Background: an optimization exercise with open tools, aiming at small area. Do not read the settings as production practice. Function was checked by simulation only, so behaviour that the tests miss may differ from the original. Power is estimated from default activity; no workload was simulated.

**run.sh**
```bash
#!/bin/bash
# synth_recipe.tcl (not shown) runs the flow's synth.tcl, then flattens the netlist and writes it again
# the make line also repeats each setting of config.mk as NAME=value (left out here)
make -C /OpenROAD-flow-scripts/flow DESIGN_CONFIG=/design/flow/config.mk WORK_HOME=/design/flow/orfs CLKGATE_MAP_FILE= SYNTH_SCRIPT=/design/flow/synth_recipe.tcl finish
```
**config.mk**
```make
export PLATFORM = sky130hd
export DESIGN_NAME = top_ip_i2c
export DESIGN_NICKNAME = top_ip_i2c
export VERILOG_FILES = /design/flow/design.v
export SDC_FILE = /design/flow/constraint.sdc
export NUM_CORES = 4
export LEC_CHECK = 0
export CAP_MARGIN = 20
export CORE_MARGIN = 2
export CORE_UTILIZATION = 40
export PLACE_DENSITY = 0.5
export SLEW_MARGIN = 20
```
**constraint.sdc**
```tcl
create_clock -name core_clock -period 10.0 [get_ports {PCLK}]
set_input_delay 2.0000 -clock core_clock [delete_from_list [all_inputs] [get_ports {PCLK}]]
set_output_delay 2.0000 -clock core_clock [all_outputs]
set_load 0.01 [all_outputs]
```
**design.v**
```verilog
module delay_signal
(
    input   wire          clk           ,   
    input   wire          rst           ,  
    input   wire          signal_in     ,
    output  wire          signal_out  
);
reg [7:0] reg_delay  ;
always_ff @(posedge clk or negedge rst)
begin
    if(~rst)
        begin
            reg_delay <= 8'b0 ;
        end
    else
        begin
            reg_delay  <= {reg_delay[6:0] ,signal_in} ;
        end
end
assign signal_out = reg_delay[7] ;
endmodule
module div_clk 
(   
    input   wire                clk, rst        ,
    input   wire    [10:0]      div_cnt         ,
    input   wire                stretch         ,
    output  reg                 sclk ,clk_en
);
reg [10:0] counter;
reg [10:0] counter_clk;
always_ff @( posedge clk or negedge rst)
    begin
        if(~rst)
            begin
            counter <= 16'b0      ;
            sclk    <= 1'b0  ;
            end
                else if (counter >= div_cnt)
                    begin
                    counter <= 16'b0  ;
                    sclk <= 1'b1 ;
                    end
                else if(~stretch)
                    begin
                    counter <= counter +1'b1;
                    sclk <= 1'b0;
                    end
    end
always_ff @(posedge clk or negedge rst)
    begin
        if(~rst)
            begin
                counter_clk <= 16'b0;
                clk_en <= 1'b0;
            end
        else if (counter_clk >= div_cnt/2)
            begin
                clk_en <= ~ clk_en;
                counter_clk <= 0;
            end
        else if(~stretch)
            begin
                clk_en <= 1'b0;
                counter_clk <= counter_clk +1;
            end
    end
endmodule
module i2c_master(
    input       wire            clk             ,
    input       wire            rst             ,
    input       wire            i2c_ready       ,
    input       wire    [6:0]   addr            ,
    input       wire    [1:0]   rw              ,
    input       wire    [7:0]   data_in         ,
    output      reg     [7:0]   data_out        ,
    input       wire    [7:0]   data_cnt        ,        
    input       wire            sda_i           ,
    input       wire            scl_i           ,
    output      reg             sda_o           ,
    output      wire            scl_o           ,
    output      wire    [7:0]   status          ,
    input       wire    [10:0]  div_cnt         ,        
    input       wire    [1 :0]  mode_i2c
);
reg   [3:0]     Q,Q_next                  ;
reg   [7:0]     counter, counter_byte     ;
reg   [7:0]     data_addr_rw              ;
reg             repeat_sta                ;
wire            sclk,clk_en               ;
reg             sta_sto                   ;
reg   [15:0]    cnt_clk                   ;
wire            scl_falling               ;
wire            scl_rising                ;
reg             reg_scl_i                 ;
wire            stretch                   ;
wire            tx_da_ack                 ;
wire            rx_da_ack                 ;
wire            i2c_done                  ;
localparam  [3:0]   
                    IDLE            = 4'd1 ,
                    START           = 4'd2 ,
                    ADDR            = 4'd3 ,      
                    ADDR_ACK        = 4'd4 ,      
                    WRITE_DATA      = 4'd5 ,      
                    READ_ACK_DATA   = 4'd6 ,      
                    READ_DATA       = 4'd7 ,      
                    WRITE_ACK_DATA  = 4'd8 ,      
                    SR              = 4'd9 ,      
                    STOP            = 4'd10;
div_clk  div_clk(
    .clk        (clk        ),
    .rst        (rst        ),
    .div_cnt    (div_cnt    ),
    .stretch    (stretch    ),
    .clk_en     (clk_en     ),
    .sclk       (sclk       )
);
always_ff @(posedge clk or negedge rst)
begin
    if(~rst)
        cnt_clk <= 16'b0;
    else 
    begin
        if(scl_falling || scl_rising || Q == IDLE || Q==START || Q==ADDR || Q==STOP || Q==SR)
            cnt_clk <= 16'b0 ;
        else if (i2c_ready)
            cnt_clk <= cnt_clk + 1 ;
    end
end
always_ff @(posedge clk or negedge rst)
begin
    if(~rst)
        reg_scl_i <= 1'b0 ;
    else
        reg_scl_i <= scl_i ;
end
always_ff @(posedge clk or negedge rst)
begin
        if(~rst)
            begin
                Q <= IDLE ;              
            end
        else if(sclk)
            begin
                Q <= Q_next ;               
            end
end
always_comb
begin
    Q_next = Q ;
    case(Q)
            IDLE:  
                    begin
                        if(i2c_ready && (mode_i2c == 2'b10))
                            begin 
                                Q_next = START ;
                            end
                        else
                            begin
                                Q_next = IDLE ;
                            end
                    end
            START:      
                    begin   
                        Q_next = ADDR ;
                    end
            ADDR :    
                    begin 
                        if(counter == 0)  
                            begin                            
                                Q_next = ADDR_ACK;
                            end
                    end
            ADDR_ACK:     
                    begin
                        if((data_addr_rw[0] == 1'b0) && (sda_i == 1'b0)) 
                            begin
                                Q_next = WRITE_DATA; 
                            end
                        else if ((data_addr_rw[0] == 1'b1) && (sda_i == 1'b0)) 
                            begin
                                Q_next = READ_DATA;
                            end
                        else 
                            begin
                                Q_next = STOP;
                            end
                    end            
            WRITE_DATA :        
                        begin 
                            if(counter == 8'd0)
                                begin
                                    Q_next = READ_ACK_DATA;
                                end                                
                        end
            READ_ACK_DATA :      
                        begin 
                            if((counter_byte > 0) && ( sda_i == 0 ))
                            begin
                                if (rw == 2'b10)
                                    begin
                                        Q_next = SR ;
                                    end
                                else
                                    begin    
                                        Q_next = WRITE_DATA;                                   
                                    end
                            end 
                            else
                                begin
                                    Q_next = STOP ;
                                end 
                        end   
            READ_DATA :       
                        begin 
                            if(counter == 0)
                                begin
                                    Q_next = WRITE_ACK_DATA;
                                end
                        end
            WRITE_ACK_DATA :      
                        begin 
                            if(counter_byte > 0) 
                                begin  
                                    Q_next = READ_DATA;  
                                end
                            else 
                                begin
                                    Q_next = STOP ;
                                end
                        end
            SR :
                        begin
                            Q_next = START ;
                        end
            STOP :       
                        begin 
                            Q_next = IDLE;
                        end
        endcase
end
always_ff @(posedge clk )
begin
    if(~rst)
    begin
        sda_o               <= 1'b1     ;
        counter             <= 8'b0     ;
        counter_byte        <= 8'b0     ;
        repeat_sta          <= 1'b0     ;
        data_addr_rw        <= 8'b0     ;
        data_out            <= 8'b0     ;
    end
    else
        case(Q)
                    IDLE: begin
                            sda_o           <= 1'b1     ;
                            counter_byte    <= 8'b0     ;
                            counter         <= 8'd7     ;
                          end
                    START :                     
                        begin 
                            counter         <= 8'd7     ;
                            counter_byte    <= data_cnt ;
                            sda_o           <= 1'b0     ;
                            if(repeat_sta)
                                data_addr_rw  <= {addr , rw[1]} ;
                            else
                                data_addr_rw  <= {addr , rw[0]} ;
                        end
                    ADDR : begin
                        if(sclk) 
                        begin 
                            counter <= counter - 1      ;                            
                        end                     
                        sda_o <= data_addr_rw[counter[2:0]]  ;
                        repeat_sta <= 1'b0 ;
                        end
                    ADDR_ACK:begin
                        if(sclk)
                        begin
                            counter      <= 8'd7        ;
                            counter_byte <= data_cnt    ;                            
                        end
                        sda_o <= 1'b1 ;
                        end 
                    WRITE_DATA :
                    begin
                       if(sclk)  
                        begin 
                            counter <= counter -1    ;
                        end
                        sda_o <= data_in[counter[2:0]];
                        end
                    READ_DATA:begin
                       if(sclk)  
                        begin 
                            counter <= counter - 1    ;
                        end
                        sda_o <= 1'b1;
                        data_out[counter[2:0]] <= sda_i    ;
                        end
                    WRITE_ACK_DATA :begin
                        if(sclk)  
                            begin 
                                counter <= 8'd7 ;
                                if((counter_byte > data_cnt) || (counter < 0)) begin
                                    counter_byte <= data_cnt         ;                                   
                                    end
                                else begin
                                    counter_byte <= counter_byte - 1 ;                                   
                                    end
                            end
                        if(counter_byte > 0)
                            sda_o  <= 1'b0 ;
                            else
                            sda_o  <= 1'b1 ;
                        end
                    READ_ACK_DATA :
                    begin
                        if(sclk)  
                        begin
                            counter <= 8'd7 ;
                            if((counter_byte > data_cnt) || (counter < 0))
                                counter_byte <= data_cnt        ;
                            else
                                counter_byte <= counter_byte -1 ;
                        end
                        sda_o <= 1'b1 ;
                        end
                    SR:
                    begin
                        sda_o       <= 1'b1 ;
                        repeat_sta  <= 1'b1 ;
                    end
                    STOP :  
                        begin
                            counter_byte    <= data_cnt     ;
                            sda_o           <= 1'b0         ;
                        end
        endcase                  
end                  
always_ff @(posedge clk or negedge rst)
begin
    if(~rst)
        begin
            sta_sto <= 1'b0 ;
        end
    else if( Q == IDLE)
        begin
            sta_sto <= 1'b0 ;
        end
    else if(clk_en)
        begin
            sta_sto <= ~ sta_sto ;
        end
end
    assign  scl_o           = (Q == IDLE ) ? 1'b1 : ( Q == START ? ~sta_sto : sta_sto )      ;
    assign  i2c_done        =  Q == STOP                                                                ;
    assign  rx_da_ack       = (Q == WRITE_ACK_DATA  )                                                   ;
    assign  tx_da_ack       = (Q == READ_ACK_DATA  || Q == ADDR_ACK) && Q_next != STOP                  ;
    assign  status          = { 4'b0  , rx_da_ack , tx_da_ack  , i2c_done ,1'b0}                        ;
    assign  scl_falling =  ~scl_i &&  reg_scl_i      ;     
    assign  scl_rising  =   scl_i && ~reg_scl_i      ;
    assign  stretch     = (cnt_clk > div_cnt/2 +1 )  ;     
endmodule            
module i2c_slave
(
    input       wire            scl_i          ,
    output      wire            scl_o          ,
    output      reg             sda_o          ,
    input       wire            sda_i          ,
    input       wire            clk            ,
    input       wire            rst            ,
    input       wire    [7:0]   data_in        ,    
    input       wire    [1:0]   mode_i2c       ,    
    input       wire    [6:0]   addr_device    ,   
    input       wire            tx_data_en     ,
    input       wire    [19:0]  time_out       ,
    output      wire    [7:0]   status         ,
    output      reg     [7:0]   data_out           
);
localparam [4:0] 
                IDLE        = 4'd0 ,
                READ_ADDR   = 4'd1 ,
                ACK_ADDR    = 4'd2 ,
                READ_DATA   = 4'd3 ,
                ACK_READ    = 4'd4 ,
                WRITE_DATA  = 4'd5 ,
                ACK_WRITE   = 4'd6 ;
reg     [4:0]   Q , Q_next          ;    
reg     [7:0]   sr                  ;    
reg     [3:0]   cnt_bit             ;    
wire            byte_done           ;    
wire            acc_addr            ;    
reg             reg_addr            ;    
reg             ready               ;    
wire            d_scl_i             ;    
wire            d_sda_falling       ;    
wire            d_sda_rising        ;    
reg             d_sta , d_sto       ;   
reg     [7:0]   cnt_st              ;
reg             reg_sda             ;
reg             reg_scl             ;
reg             scl_falling         ;  
reg             scl_rising          ; 
reg             sda_rising          ;
reg             sda_falling         ;
wire            tx_da_ack           ;     
wire            rx_da_ack           ;     
reg             sta , sto           ;     
reg             rw                  ;     
reg             reg_tx_da_ack       ;
wire            tx_da_ack_rising    ;
wire            stretch             ;    
reg             stc                 ;    
reg             reg_stretch         ;    
reg  [19:0]     cnt_stretch         ;
delay_signal   delay_sda_falling(
    .clk        (clk            ),
    .rst        (rst            ),
    .signal_in  (sda_falling    ),
    .signal_out (d_sda_falling  )
);
delay_signal   delay_sda_rising(
    .clk        (clk            ),
    .rst        (rst            ),
    .signal_in  (sda_rising     ),
    .signal_out (d_sda_rising   )
);
delay_signal   delay_scl(
    .clk        (clk            ),
    .rst        (rst            ),
    .signal_in  (scl_i          ),
    .signal_out (d_scl_i        )
); 
always_ff @(posedge clk or negedge rst)
begin
    if(~rst)
        begin
            reg_scl         <= 1'b1 ;
            reg_sda         <= 1'b1 ;
            reg_tx_da_ack   <= 1'b0 ;
            reg_stretch     <= 1'b0 ;
        end
    else
        begin
            reg_scl         <= scl_i     ;
            reg_sda         <= sda_i     ;
            reg_tx_da_ack   <= tx_da_ack ;
            reg_stretch     <= stretch   ;
        end
end
always_comb
begin
    scl_falling = 1'b0 ;
    scl_rising  = 1'b0 ;
    sda_falling = 1'b0 ;
    sda_rising  = 1'b0 ;
        if(reg_scl && ~scl_i)
            begin
                scl_falling = 1'b1 ;
            end
        else if (~reg_scl && scl_i)
            begin
                scl_rising = 1'b1 ;
            end
        else if (~reg_sda && sda_i)
            begin
                sda_rising = 1'b1 ;
            end
        else if(reg_sda && ~sda_i)
            begin
                sda_falling = 1'b1 ;
            end
        else 
            begin   
                scl_falling = 1'b0 ; 
                scl_rising  = 1'b0 ;
                sda_rising  = 1'b0 ;
                sda_falling = 1'b0 ;
            end
end
always_ff @(posedge clk or negedge rst)
begin
    if(~rst)
        cnt_st <= 8'b0 ;
    else if((sda_falling && d_scl_i) || (sda_rising && d_scl_i))
        cnt_st <= 8'b0 ;
    else   
        cnt_st <= cnt_st + 8'b1 ;
end
always_ff @(posedge clk or negedge rst)
begin
    if(~rst)
        begin
            sta   <= 1'b0 ;
            sto   <= 1'b0 ; 
            d_sta <= 1'b0 ;
            d_sto <= 1'b0 ;         
        end
    else if ( sda_falling && d_scl_i )
        d_sta <= 1'b1 ;                
    else if (( d_sda_falling && scl_i ) && d_sta) 
        sta <= 1'b1 ;
    else if (sda_rising && d_scl_i)
        d_sto <= 1'b1 ;
    else if (( d_sda_rising && scl_i ) && d_sto)
        sto <= 1'b1 ;
    else if(cnt_st > 8'd10)   
        begin
            d_sto <= 1'b0 ;
            d_sta <= 1'b0 ;
        end    
    else
        begin
            sta <= 1'b0 ;
            sto <= 1'b0 ;
        end
end
always_ff @(posedge clk or negedge rst)
begin
    if(~rst)
        ready <= 1'b0;
    else if (sta)
        ready <= 1'b1 ;
    else if (sto)
        ready <= 1'b0 ;
end
always_ff @(posedge clk or negedge rst)
begin
    if(~rst)
        begin
            sr  <= 8'd0 ;           
        end
    else if(scl_rising)   
        begin
            sr <= {sr[6:0],sda_i} ;
        end
end
always_ff @(posedge clk or negedge rst)
    begin
        if(~rst)
            begin
                Q <= IDLE ;         
                reg_addr <= 1'b0 ;      
            end
        else if( scl_falling)
            begin
                Q <= Q_next ;
                reg_addr <= acc_addr ;
            end 
        else if( sto || sta ||(cnt_stretch >= time_out ))
                Q <= IDLE ;
    end
always_comb
begin
    Q_next = Q ;
    case(Q)
    IDLE :      
        begin
            if(ready && (mode_i2c == 2'b01))
                Q_next = READ_ADDR ;
        end
    READ_ADDR :if( scl_falling)     
        begin
            if(cnt_bit == 0 )
                Q_next = ACK_ADDR ;
        end
    ACK_ADDR :if( scl_falling)     
        begin
            if(reg_addr && rw)
                Q_next = WRITE_DATA ;
            else if(reg_addr && ~rw)
                Q_next = READ_DATA ;
            else 
                Q_next = IDLE ; 
        end
    READ_DATA :if( scl_falling)    
        begin
            if(cnt_bit == 0)
                Q_next = ACK_READ ;
        end
    ACK_READ :if( scl_falling)     
        begin
                Q_next = READ_DATA ;
        end
    WRITE_DATA :if( scl_falling)    
        begin
            if(cnt_bit == 0)
                Q_next = ACK_WRITE ;
        end
    ACK_WRITE :if( scl_falling)     
        begin
            if(sr[0] )         
                Q_next = IDLE ;
            else
                Q_next = WRITE_DATA ;
        end
    endcase
end
always_ff @(posedge clk or negedge rst)
begin
    if(~rst)
        begin
            sda_o    <= 1'b1 ;
            cnt_bit  <= 4'd7 ;
            data_out <= 8'b0 ;
            rw       <= 1'b0 ;
        end
    else 
    begin
            case(Q)
            IDLE :      
                begin
                    sda_o    <= 1'd1 ;
                    cnt_bit  <= 4'd8 ;
                end
            READ_ADDR :   
                begin
                    sda_o   <= 1'b1  ;
                    if(scl_rising  )
                        cnt_bit <= cnt_bit - 4'd1 ;          
                    else if ( cnt_bit == 0 )
                        rw      <= sr[0] ;             
                end
            ACK_ADDR :    
                begin 
                    if(rw)
                    cnt_bit <= 4'd7  ;         
                    else
                    cnt_bit <= 4'd8  ;           
                    if(reg_addr)
                        sda_o   <= 1'b0 ;
                    else 
                        sda_o   <= 1'b1 ;
                end
            READ_DATA :     
                begin
                    sda_o    <= 1'b1 ;
                    if(scl_rising  )
                        cnt_bit <= cnt_bit - 4'd1 ;
                    else if (cnt_bit == 0)
                        data_out <= sr   ;
                end
            ACK_READ :      
                begin
                    cnt_bit  <= 4'd8 ;
                    sda_o    <= 1'b0 ;                                      
                end
            WRITE_DATA :     
                begin
                    sda_o   <= data_in[cnt_bit[2:0]] ; 
                    if(scl_falling  )
                        cnt_bit <= cnt_bit - 4'd1 ;
                end
            ACK_WRITE :      
                begin
                    sda_o   <= 1'b1 ;
                    cnt_bit <= 4'd7 ;
                end
            endcase 
        end
end
always_ff @(posedge clk or negedge rst)
begin
    if(~rst)
        begin
            stc <= 1'b0  ;           
        end
     else
        begin
             if (tx_da_ack_rising) 
                begin
                    stc <= 1'b1 ;
                end
            else if ( tx_data_en || (cnt_stretch > time_out)) 
                begin
                    stc <= 1'b0 ;
                end
        end
end
always_ff @(posedge clk or negedge rst)
begin
    if(~rst)
        cnt_stretch <= 20'd0 ;
    else if (stretch)
        cnt_stretch <= cnt_stretch + 20'b1 ;
    else if((stretch && ~reg_stretch) || (~stretch && reg_stretch) || (Q ==  ACK_ADDR || Q == ACK_WRITE))
        cnt_stretch <= 20'd0 ;  
end
assign acc_addr             =   ( sr[7:1] == addr_device )                               ;
assign byte_done            =   ( cnt_bit == 4'd0 )                                      ;
assign stretch              =   (stc & ~tx_da_ack)                                       ;  
assign scl_o                =   (Q ==  WRITE_DATA && rw && stretch) ? 1'b0 : 1'b1        ;  
assign tx_da_ack_rising     =   tx_da_ack && ~reg_tx_da_ack                              ;
assign rx_da_ack            =   ( Q == ACK_READ)                                                        ; 
assign tx_da_ack            =   (((Q == ACK_ADDR || Q == ACK_WRITE ) && Q_next != IDLE ) && rw )        ;
assign status               =   {2'b0 ,rw, rx_da_ack , tx_da_ack  , sto , sta }                         ;   
endmodule
module core_i2c(
    input   wire                clk                 ,
    input   wire                rst                 ,
    input   wire                i2c_ready           ,
    output  reg     [7:0]       status              ,
    input   wire    [8:0]       tx_apb_addr         ,   
    input   wire    [7:0]       tx_apb_data_cnt     ,
    input   wire    [15:0]      tx_ctrl             ,   
    input   wire    [7:0]       tx_apb_data         , 
    input   wire                tx_data_en          ,
    input   wire    [19:0]      time_out            ,
    output  reg     [7:0]       rx_apb_data         ,   
    input   wire                scl_i               ,
    output  reg                 scl_o               ,
    output  reg                 sda_o               ,
    input   wire                sda_i          
    );
reg  [6:0]   addr_device     ;
reg  [7:0]   data_cnt        ;
reg  [8:0]   data_addr_rw    ;
wire [7:0]   data_out_si     ;
reg  [7:0]   data_in_si      ;
wire [7:0]   data_out_mi     ;
reg  [7:0]   data_in_mi      ;
wire [7:0]   m_status        ;
wire [7:0]   s_status        ;       
wire         sda_mo ,scl_mo  ; 
reg          sda_mi ,scl_mi  ;
wire         sda_so ,scl_so  ; 
reg          sda_si ,scl_si  ;
    i2c_master i2c_master
        (
            .clk            (clk                ),
            .rst            (rst                ),
            .i2c_ready      (i2c_ready          ),
            .addr           (data_addr_rw[8:2]  ),
            .rw             (data_addr_rw[1:0]  ),
            .data_in        (data_in_mi         ),
            .data_out       (data_out_mi        ),
            .data_cnt       (tx_apb_data_cnt    ),
            .div_cnt        (tx_ctrl[10:0]      ),           
            .mode_i2c       (tx_ctrl[13:12]     ),
            .status         (m_status           ),
            .sda_o          (sda_mo             ),
            .sda_i          (sda_mi             ),
            .scl_o          (scl_mo             ),
            .scl_i          (scl_mi             )
        );
    i2c_slave i2c_slave
        (
            .clk            (clk                ),
            .rst            (rst                ),
            .sda_i          (sda_si             ),
            .sda_o          (sda_so             ),
            .scl_i          (scl_si             ), 
            .scl_o          (scl_so             ),
            .data_in        (data_in_si         ),
            .data_out       (data_out_si        ),
            .addr_device    (addr_device        ),
            .time_out       (time_out           ),
            .status         (s_status           ),       
            .mode_i2c       (tx_ctrl[13:12]     ),
            .tx_data_en     (tx_data_en         )
        );
    always_comb
    begin
    addr_device     =   7'd0    ;
    data_addr_rw    =   9'd0    ;
    data_cnt        =   8'd0    ;
    status          =   8'b0    ;
    data_in_mi      =   8'b0    ;
    data_in_si      =   8'b0    ;
    rx_apb_data     =   8'b0    ;
    sda_si          =   1'b1    ;
    scl_si          =   1'b1    ;
    sda_mi          =   1'b1    ;
    scl_mi          =   1'b1    ;
    sda_o           =   1'b1    ;
    scl_o           =   1'b1    ;            
        if(tx_ctrl[13:12] == 2'b01)  
            begin
                sda_o           =   sda_so              ;
                scl_o           =   scl_so              ;
                sda_si          =   sda_i               ;
                scl_si          =   scl_i               ;
                addr_device     =   tx_apb_addr[8:2]    ;
                rx_apb_data     =   data_out_si         ;
                data_in_si      =   tx_apb_data         ;
                status          =   s_status            ;
            end
        else if(tx_ctrl[13:12] == 2'b10)  
            begin
                sda_o           =   sda_mo              ;
                sda_mi          =   sda_i               ;
                scl_o           =   scl_mo              ;
                scl_mi          =   scl_i               ;
                data_addr_rw    =   tx_apb_addr         ;
                data_cnt        =   tx_apb_data_cnt     ;
                rx_apb_data     =   data_out_mi         ;
                data_in_mi      =   tx_apb_data         ;
                status          =   m_status            ;
            end
        else
            begin 
                status          =   8'b0    ;                            
                addr_device     =   7'd0    ;
                data_addr_rw    =   9'd0    ;
                data_cnt        =   8'd0    ;
                data_in_mi      =   8'b0    ;
                data_in_si      =   8'b0    ;
                sda_si          =   1'b1    ;
                scl_si          =   1'b1    ;
                scl_mi          =   1'b1    ;
                sda_mi          =   1'b1    ;
                sda_o           =   1'b1    ;
                scl_o           =   1'b1    ;
            end
    end
endmodule
module apb_interface
(   
    input       wire                PCLK,PRESETn        ,
    input       wire                PSEL,PENABLE        ,
    input       wire                PWRITE              ,    
    input       wire    [31:0]      PADDR               ,
    input       wire    [31:0]      PWDATA              ,
    output      reg     [31:0]      PRDATA              ,
    output      wire                PREADY              ,
    output      wire                PSLVERR             ,
    output      reg                 PINT                , 
    input       wire    [7:0]       rx_apb_data         ,    
    output      reg     [7:0]       tx_apb_data         ,    
    output      reg     [8:0]       tx_apb_addr         ,    
    output      reg     [7:0]       tx_apb_data_cnt     ,    
    output      reg     [15:0]      tx_ctrl             ,    
    output      reg                 tx_data_en          ,
    output      reg     [19:0]      time_out            ,
    input       wire    [7:0]       status              ,    
    output      reg                 i2c_ready 
);
wire        cmd                 ;
reg         irpt_en             ;
wire        cmd_rising          ;
reg         reg_cmd             ;
always_ff @(posedge PCLK or negedge PRESETn)
begin
    if(~PRESETn)
         begin
            i2c_ready    <= 1'b0 ;
        end
    else if( status[1] )  
        begin
            i2c_ready    <= 1'b0 ;
        end   
    else if ( tx_ctrl[11])  
        begin
            i2c_ready <= 1'b1 ;
        end  
end
always_ff @(posedge PCLK or negedge PRESETn)
begin
    if(~PRESETn)
    begin
        tx_apb_data <= 8'b0     ;
        tx_apb_addr <= 9'b0     ;
        tx_ctrl     <= 16'b0    ;
        irpt_en     <= 1'b0     ;
        tx_data_en  <= 1'b0     ;
        time_out    <= 20'b0    ;
        PRDATA      <= 0        ;
        tx_apb_data_cnt <= 8'b0 ;
    end
    else if(PWRITE & PSEL & ~PENABLE)  
    begin
        case(PADDR[8:2])
            7'd0:
                begin
                    tx_apb_addr <= PWDATA[8:0] ;
                end
            7'd2:
                begin
                    tx_apb_data <= PWDATA[7:0] ;   
                    tx_data_en  <= 1'b1        ;       
                end
            7'd4:
                begin
                    tx_apb_data_cnt <= PWDATA[7:0] ;
                end
            7'd6: 
                begin
                    tx_ctrl <= PWDATA[15:0] ; 
                end
            7'd8:
                begin
                    irpt_en <= PWDATA[0] ;  
                end
             7'd10:
                begin
                    time_out <= PWDATA[19:0] ; 
                end
        endcase
    end
     else if(~PWRITE & PSEL & ~PENABLE)  
        begin
            case(PADDR[8:2])
            7'd1: 
                begin
                    PRDATA <= {24'd0 , status}  ;
                end
            7'd3: 
                begin
                    PRDATA <= {24'd0 , rx_apb_data} ;   
                end
            endcase
        end
      else
        begin
            tx_data_en <= 1'b0 ;
            irpt_en    <= 1'b0 ;
        end
end
always_ff @(posedge PCLK or negedge PRESETn)
begin
    if(~PRESETn)
        begin
            reg_cmd       <= 1'b0 ;
        end
    else 
        begin
            reg_cmd       <= cmd        ;
        end
end 
always_ff @(posedge PCLK or negedge PRESETn)
begin
    if(~PRESETn)
        PINT <= 1'b0 ;
    else if(cmd_rising)
        PINT <= 1'b1 ;
    else if(irpt_en)
        PINT <= 1'b0 ;
end
    assign PREADY     = 1'b1 ;
    assign PSLVERR    = 1'b0 ;
    assign cmd_rising = (cmd && ~reg_cmd)                       ;
    assign cmd = status[3] | status[2] | status[1] |status[0]   ;  
endmodule
module top_ip_i2c
(
    input       wire                PCLK,PRESETn  ,
    input       wire                PSEL,PENABLE  ,
    input       wire                PWRITE        ,      
    input       wire    [31:0]      PADDR         ,
    input       wire    [31:0]      PWDATA        ,
    output      wire    [31:0]      PRDATA        ,
    output      wire                PREADY        , 
    output      wire                PSLVERR       ,
    output      wire                PINT          , 
    input       wire                sda_i         ,
    output      wire                sda_o         ,
    output      wire                scl_o         ,
    input       wire                scl_i         
);
    wire    [7:0]   rx_apb_data     ;
    wire    [7:0]   tx_apb_data     ;
    wire            tx_data_en      ;
    wire    [8:0]   tx_apb_addr     ; 
    wire    [7:0]   tx_apb_data_cnt ;
    wire    [15:0]  tx_ctrl         ;
    wire    [19:0]  time_out        ;
    wire            i2c_ready       ;   
    wire    [7:0]   status          ;
    wire    [6:0]   addr_device     ;
    wire    [1:0]   mode_i2c        ;    
        apb_interface apb_interface
            (
                .PCLK               (PCLK               ),
                .PSEL               (PSEL               ),
                .PRESETn            (PRESETn            ),
                .PENABLE            (PENABLE            ),
                .PWDATA             (PWDATA             ),
                .PWRITE             (PWRITE             ),
                .PRDATA             (PRDATA             ),  
                .PREADY             (PREADY             ),
                .PADDR              (PADDR              ),
                .PSLVERR            (PSLVERR            ),
                .rx_apb_data        (rx_apb_data        ),
                .tx_apb_data        (tx_apb_data        ),
                .tx_data_en         (tx_data_en         ),
                .tx_apb_addr        (tx_apb_addr        ),
                .tx_apb_data_cnt    (tx_apb_data_cnt    ),
                .tx_ctrl            (tx_ctrl            ),
                .i2c_ready          (i2c_ready          ),
                .status             (status             ),
                .time_out           (time_out           ),
                .PINT               (PINT               )
            );
        core_i2c    core_i2c
            (
                .clk                (PCLK               ),
                .rst                (PRESETn            ),
                .tx_apb_addr        (tx_apb_addr        ),
                .tx_apb_data_cnt    (tx_apb_data_cnt    ),                
                .i2c_ready          (i2c_ready          ),
                .tx_apb_data        (tx_apb_data        ),
                .tx_data_en         (tx_data_en         ),
                .rx_apb_data        (rx_apb_data        ),                
                .tx_ctrl            (tx_ctrl            ),
                .time_out           (time_out           ),
                .status             (status             ),
                .scl_i              (scl_i              ),
                .scl_o              (scl_o              ),
                .sda_i              (sda_i              ),
                .sda_o              (sda_o              )
            );
endmodule
```
==> flow_metrics.tcl, run 1 <==
set metrics [dict create \
    drt_iter0_markers 646 \
    cap_violations 0 \
    firstDrtPassIters 5 \
    crit_required_ps 8000 \
    critPathTopFamily "simple AND/OR/NAND/NOR gates" \
    grt_pass1_wl_um 53700 \
    slew-limit-headroom_pct 28.5 \
    placed_cells 1807 \
    cts_setup_buffers 0 \
    hp-start "core_i2c.i2c_slave.delay_sda_rising.reg_delay[0]" \
    nNetsFinal 1535 \
    ys_seq_elements 242 \
    final_cell_mix "201 x dfrtp_1, 111 x nand2_1, 83 x nor2_1" \
    fin_tns_setup_ps 0 \
    dpl_cell_area_um2 14200 \
    status "no timing/DRC/antenna violations" \
    crit_top_cell "clkdlybuf4s50_1" \
    hp-class "register to register" \
    endpoint_kind "output pin" \
    worst_pin_slew_ps 1070 \
    path_buf_inv 2 \
    final_common_cell "dfrtp_1" \
    yosys_warnings 6 \
    grt_setup_unrepaired "no" \
    die_w_um 187 \
    drc_errors 0 \
    core.rowCount 67 \
    crit_type "input pin to output pin" \
    wl_per_cell_um 17.5 \
    final_util_pct 45.7 \
    grt-ovfl-total 0 \
    root_buffer "clkbuf_16" \
    ys.flop_type "dfrtp_1" \
    min_period_ps 7430 \
    grt.total_usage_pct 18.9 \
    port_buffers 44 \
    place_congestion 0.834 \
    power_density_nw_per_um2 161 \
    ys_seq_area_share_pct 43.9 \
    syn_area_um2 13400 \
    core-area_um2 33300 \
    fmax_mhz 135 \
    hold_ws_ps 345 \
    cts_made_buffers 29 \
    cpPeakStageDelay_ps 620 \
    vdd_drop_max_uv 123 \
    cts_tree "built" \
    hpwl_um 22800 \
    initial_core_util_pct 40.3 \
    skew_ps 17.0 \
    cts_resized 0 \
    insertion_delay_ps 550 \
    cp-start-kind "input pin" \
    synth-edff-count 0 \
    ios 108 \
    die_height_um 187 \
    final_cell_count_no_fill 1861 \
    syn_to_final_growth_pct 13.3 \
    slew_viol_final 0 \
    timing.rr.start "apb_interface.tx_ctrl[3]" \
    clk_pin_slew_ps 60 \
    synthArstFlopShare_pct 86.0 \
    cts_buffer_depth 3 \
    final_area_um2 15200 \
    synth.avg_cell_area_um2 9.86 \
    grt_pass1_vias 9698 \
    post-route-period-util_pct 74.3 \
    antenna_found_initial 0 \
    reg2reg_setup_slack_ps 6370 \
    cts.sinks 242 \
    drive_above_1_share_pct 11.3 \
    routed_via_density 5.38 \
    synth.distinct_cells 87 \
    h-tree-depth 1 \
    crit_fanout 28 \
    synthDominantCellAreaShare_pct 37.5 \
    die_area_um2 35000 \
    vias 10000 \
    antenna_cells 0 \
    critical_path.startpoint "scl_i" \
    setup_violations 0 \
    finalHoldViolCount 0 \
    ys_top_cells_by_area "dfrtp_1 37%, ha_1 6.8%, mux2_2 5.9%" \
    cp_cell_sequence "clkdlybuf4s50_1, nand4bb_1, or3_1, a31oi_1, nor4b_2, a31oi_4, o32a_1, clkdlybuf4s50_1" \
    routed_wl_um 32700 \
    worstPathArrival_ps 5430 \
    holdBufCountCts 0 \
    detail-route-antenna-nets 0 \
    synth_top_area_cell "dfrtp_1" \
    grt_max_degree 109 \
    slowest_stage "a31oi_4" \
    synthCells 1361 \
    leakage_nw 6.50 \
]
[state kept, by name, indices dropped and copies added, names as in the netlist, 4 cells and up]
signal,count
core_i2c.i2c_master.data_addr_rw,8
core_i2c.i2c_slave.data_out,8
core_i2c.i2c_master.div_clk.counter_clk,11
core_i2c.i2c_slave.cnt_st,8
apb_interface.time_out,20
apb_interface.PRDATA,8
core_i2c.i2c_slave.cnt_bit,4
core_i2c.i2c_slave.Q,5
core_i2c.i2c_slave.delay_scl.reg_delay,8
core_i2c.i2c_master.div_clk.counter,11
core_i2c.i2c_master.data_out,8
core_i2c.i2c_master.counter_byte,8
core_i2c.i2c_slave.cnt_stretch,20
core_i2c.i2c_master.counter,8
core_i2c.i2c_slave.delay_sda_falling.reg_delay,8
apb_interface.tx_apb_data_cnt,8
apb_interface.tx_apb_addr,9
core_i2c.i2c_slave.sr,8
core_i2c.i2c_master.Q,4
apb_interface.tx_apb_data,8
apb_interface.tx_ctrl,14
core_i2c.i2c_slave.delay_sda_rising.reg_delay,8
core_i2c.i2c_master.cnt_clk,16
[per-stage QoR]
step | power [mW] | setup WS (ps)
after detailed placement | 1.33 | 2520
after global placement | 1.33 | 2540
final | 2.45 | 2570
after CTS | 2.49 | 2510
after floorplan | 1.25 | 4180
after global routing | 2.57 | 2330
[synth_stat cells (all sizes together), types with 19 or more instances]
cell and number:
a21oi 62, and3 22, nor2b 20, dfrtp 201, dfxtp 34, xor2 20
mux2 70, buf 47, nor2 83, inv 78, nor3 35, ha 73
nand4 19, a21o 25, nand3 65, clkbuf 32, xnor2 37, nor4 19
nand2 111, o21ai 61
[cell type report]
class | instances | area, um^2
Clock buffer | 38 | 790
Clock inverter | 15 | 233
Fill cell | 3200 | 18100
Inverter | 79 | 297
Multi-Input combinational cell | 985 | 6890
Sequential cell | 242 | 5890
Tap cell | 448 | 561
Timing Repair Buffer | 54 | 544
[kinds of logic (layout without fill, tap and decap cells)]
kind of cell               Yosys count  in the layout  synth area share (%)
and+or+nand+nor                    456            456                  17.7
AOI/OAI and AO/OA                  282            282                  14.4
DFF                                242            242                  43.9
buffers and inverters              158            186                  5.41
muxes                               91             91                  8.00
adders and majority gates           73             73                  6.81
xor gates and xnor gates            57             57                  3.72
other                                2             26                0.0560
[power by group]
part	internal, mW	leakage [nW]	switching, mW
combinational	0.103	3.00	0.129
sequential	1.02	3.00	0.0602
clock	0.708	0.497	0.425
[per-layer routing]
metal / GRT usage [%] / vias up / routed length (um) / share of wire, %
met3: 2.55 / 38 / 1290 / 3.9
met1: 27.4 / 4875 / 15900 / 49
met5: 0 / - / 0 / 0
met2: 30.1 / 171 / 14900 / 46
li1: - / 4921 / - / -
met4: 4.06 / 0 / 548 / 1.7
[worst paths after layout]
check,end,cells after the start
min in group asynchronous,apb_interface.tx_apb_data_cnt[6],1
worst max-delay path,scl_o,8
worst max register to register,core_i2c.i2c_master.div_clk.counter[10],14
max in group asynchronous,core_i2c.i2c_master.cnt_clk[6],2
worst min-delay path,core_i2c.i2c_slave.delay_sda_rising.reg_delay[1],0
worst min register to register,core_i2c.i2c_slave.delay_sda_rising.reg_delay[1],0
==> run 2: changes to the inputs <==
--- a/config.mk
+++ b/config.mk
@@ -5,6 +5,7 @@
 export SDC_FILE = /design/flow/constraint.sdc
 export NUM_CORES = 4
 export LEC_CHECK = 0
+export ABC_AREA = 1
 export CAP_MARGIN = 20
 export CORE_MARGIN = 2
 export CORE_UTILIZATION = 40
==> flow_metrics.tcl, run 2 <==
set metrics [dict create \
    min_period_ps 7060 \
    die_height_um 187 \
    cts_resized 0 \
    yosysMostFrequentCell "nand2_1" \
    synthDominantCellAreaShare_pct 37.6 \
    post-route-period-util_pct 70.6 \
    routed_wl_um 34500 \
    endpoint_kind "output pin" \
    min_to "core_i2c.i2c_slave.delay_sda_rising.reg_delay[7]" \
    ys.flop_type "dfrtp_1" \
    finalHoldViolCount 0 \
    drt_iter0_markers 661 \
    grt_pass1_wl_um 57400 \
    nNetsFinal 1895 \
    firstDrtPassIters 8 \
    hp-class "register to register" \
    synth_top_area_cell "dfrtp_1" \
    drc_errors 0 \
    reg2reg_setup_slack_ps 6930 \
    clk_pin_slew_ps 50 \
    r2r_cells 16 \
    hold_depth 0 \
    grt.total_usage_pct 20.0 \
    power_density_nw_per_um2 206 \
    die_w_um 187 \
    place_congestion 0.863 \
    ys_seq_elements 242 \
    worst_r2r_endpoint "core_i2c.i2c_master.div_clk.counter[10]" \
    root_buffer "clkbuf_16" \
    wl_per_cell_um 15.5 \
    worstPathArrival_ps 5060 \
    synth.distinct_cells 54 \
    crit_required_ps 8000 \
    status "no timing/DRC/antenna violations" \
    vias 11200 \
    reg_top3 "apb_interface.time_out: 20 flops, core_i2c.i2c_slave.cnt_stretch: 20 flops, core_i2c.i2c_master.cnt_clk: 16 flops" \
    ys_top_cells_by_area "dfrtp_1 38%, nand2_1 9.7%, ha_1 6.8%" \
    holdBufCountCts 0 \
    cpPeakStageDelay_ps 500 \
    crit_type "input pin to output pin" \
    slew-limit-headroom_pct 29.1 \
    synth_commonest_cells "347 x nand2_1, 209 x inv_1, 201 x dfrtp_1" \
    fin_tns_setup_ps 0 \
    vdd_drop_max_uv 133 \
    cts_tree "built" \
    insertion_delay_ps 560 \
    leakage_nw 7.02 \
    cts.sinks 242 \
    syn_area_um2 13400 \
    final_common_cell "nand2_1" \
    fmax_mhz 142 \
    synthCells 1704 \
    placed_cells 2167 \
    cts_buffer_depth 3 \
    final_cell_mix "346 x nand2_1, 209 x inv_1, 201 x dfrtp_1" \
    ys_seq_area_share_pct 44.0 \
    initial_core_util_pct 40.2 \
    h-tree-depth 1 \
    cp_cell_sequence "clkdlybuf4s50_1, nor2_4, nand2_2, inv_2, nand3_1, nand2_1, nand3_1, nor2_1, nand2_1, nand2_2, nand2_2, o21ai_1, inv_1, clkdlybuf4s50_1" \
    detail-route-antenna-nets 0 \
    slowest_stage "clkdlybuf4s50_1" \
    grt_max_degree 82 \
    worst_pin_slew_ps 1060 \
    skew_ps 6.93 \
    cts_setup_buffers 0 \
    final_util_pct 45.7 \
    yosys_warnings 6 \
    die_area_um2 35000 \
    synth-edff-count 0 \
    ios 108 \
    final_cell_count_no_fill 2222 \
    synth.avg_cell_area_um2 7.86 \
    grt_setup_unrepaired "no" \
    power.total_mw 3.13 \
    routed_via_density 5.05 \
    hp-start "core_i2c.i2c_slave.delay_sda_rising.reg_delay[6]" \
    core-area_um2 33300 \
    hpwl_um 25400 \
    timing.rr.start "apb_interface.tx_ctrl[1]" \
    cap_violations 0 \
    slew_viol_final 0 \
    antenna_found_initial 3 \
    grt_pass1_vias 11100 \
    drive_above_1_share_pct 4.68 \
    antenna_cells 0 \
    crit_top_cell "nand2_2" \
    syn_to_final_growth_pct 13.5 \
    cp-start-kind "input pin" \
    synthArstFlopShare_pct 86.0 \
    cts_made_buffers 30 \
    grt-ovfl-total 0 \
    core.rowCount 67 \
    crit_fanout 41 \
    setup_violations 0 \
    port_buffers 44 \
]
[run 2: worst max path at each step]
stage | cells after the start | end | slack, ps | start
2_1_floorplan | 14 | scl_o | 4760 | scl_i
3_3_place_gp | 14 | scl_o | 2820 | scl_i
3_5_place_dp | 14 | scl_o | 2850 | scl_i
4_1_cts | 14 | scl_o | 2830 | scl_i
5_1_grt | 14 | scl_o | 2630 | scl_i
6_report | 14 | scl_o | 2940 | scl_i
[run 2: logic make-up (layout without fill, tap and decap cells)]
kind of cell / after synthesis / in the layout / share of synthesized area (%)
XOR/XNOR: 48 / 48 / 3.14
other: 2 / 26 / 0.0561
AND/OR/NAND/NOR: 728 / 728 / 23.4
AO/OA/AOI/OAI: 336 / 336 / 13.9
flip-flops: 242 / 242 / 44.0
buffers and inverters: 275 / 321 / 8.71
adder cells (fa/ha/maj): 73 / 73 / 6.82
[run 2: per-stage QoR]
step	instance area [um^2]	hold slack [ps]	setup WS, ps
2_1_floorplan	13500	331	4760
3_3_place_gp	14200	334	2820
6_report	15200	345	2940
5_1_grt	15200	355	2630
4_1_cts	15200	348	2830
3_5_place_dp	14200	336	2850
[run 2: area by class of cell]
cell class                      count  area [um^2]
Timing Repair Buffer               52          505
Fill cell                        3417        18100
Clock inverter                     12          146
Multi-Input combinational cell   1211         6430
Tap cell                          448          561
Clock buffer                       43          860
Sequential cell                   242         5890
Inverter                          214          803
[run 2: layer usage]
metal / part of all wire (%) / global-route usage (%)
met4: 2.7 / 5.89
met1: 47 / 27.2
met3: 3.4 / 2.44
met5: 0 / 0
met2: 47 / 33.7
[run 2: worst max-delay path: cells and delay by family]
| kind | cells | cell delay [ps] |
|---|---|---|
| and+or+nand+nor | 9 | 1400 |
| buffers and inverters | 4 | 1240 |
| AOI/OAI and AO/OA | 1 | 410 |
[run 2: report_power, final]
part	internal, mW	total, mW	switching, mW
clock network	0.670	1.10	0.431
registers	1.07	1.18	0.109
logic	0.286	0.850	0.564
total	2.03	3.13	1.10

## re-timing with driven ports
The flow's constraints put no driver on any port. The routed layouts listed below were extracted and timed again, unchanged, in two steps. Step 1 (the two cells are an assumption about what drives the block):
set clk [get_ports {PCLK}]
set_driving_cell -lib_cell sky130_fd_sc_hd__clkbuf_16 $clk
set_driving_cell -lib_cell sky130_fd_sc_hd__buf_2 [delete_from_list [all_inputs] $clk]
Step 2 moves the port delays by t, midway between the first and last clock arrival at a register: inputs arrive t later, outputs are due t later. That takes back most of the time a late clock gives input paths. a / b / c = ideal ports / drivers / drivers and shift; a / b = the first two.
| run | t (ns) | setup slack, ns | clock arrival spread, ns | worst register clock-pin slew, ns |
|---|---|---|---|---|
| run 1 | 0.595 | 2.570 / 2.527 / 2.527 | 0.019 / 0.019 | 0.06 / 0.06 |
| run 2 | 0.607 | 2.937 / 2.914 / 2.914 | 0.007 / 0.007 | 0.06 / 0.06 |
After both steps every run listed still meets setup and hold. The setup slack of run 1, which loses most, moves by -0.043 ns with the drivers and by -0.043 ns with both steps.
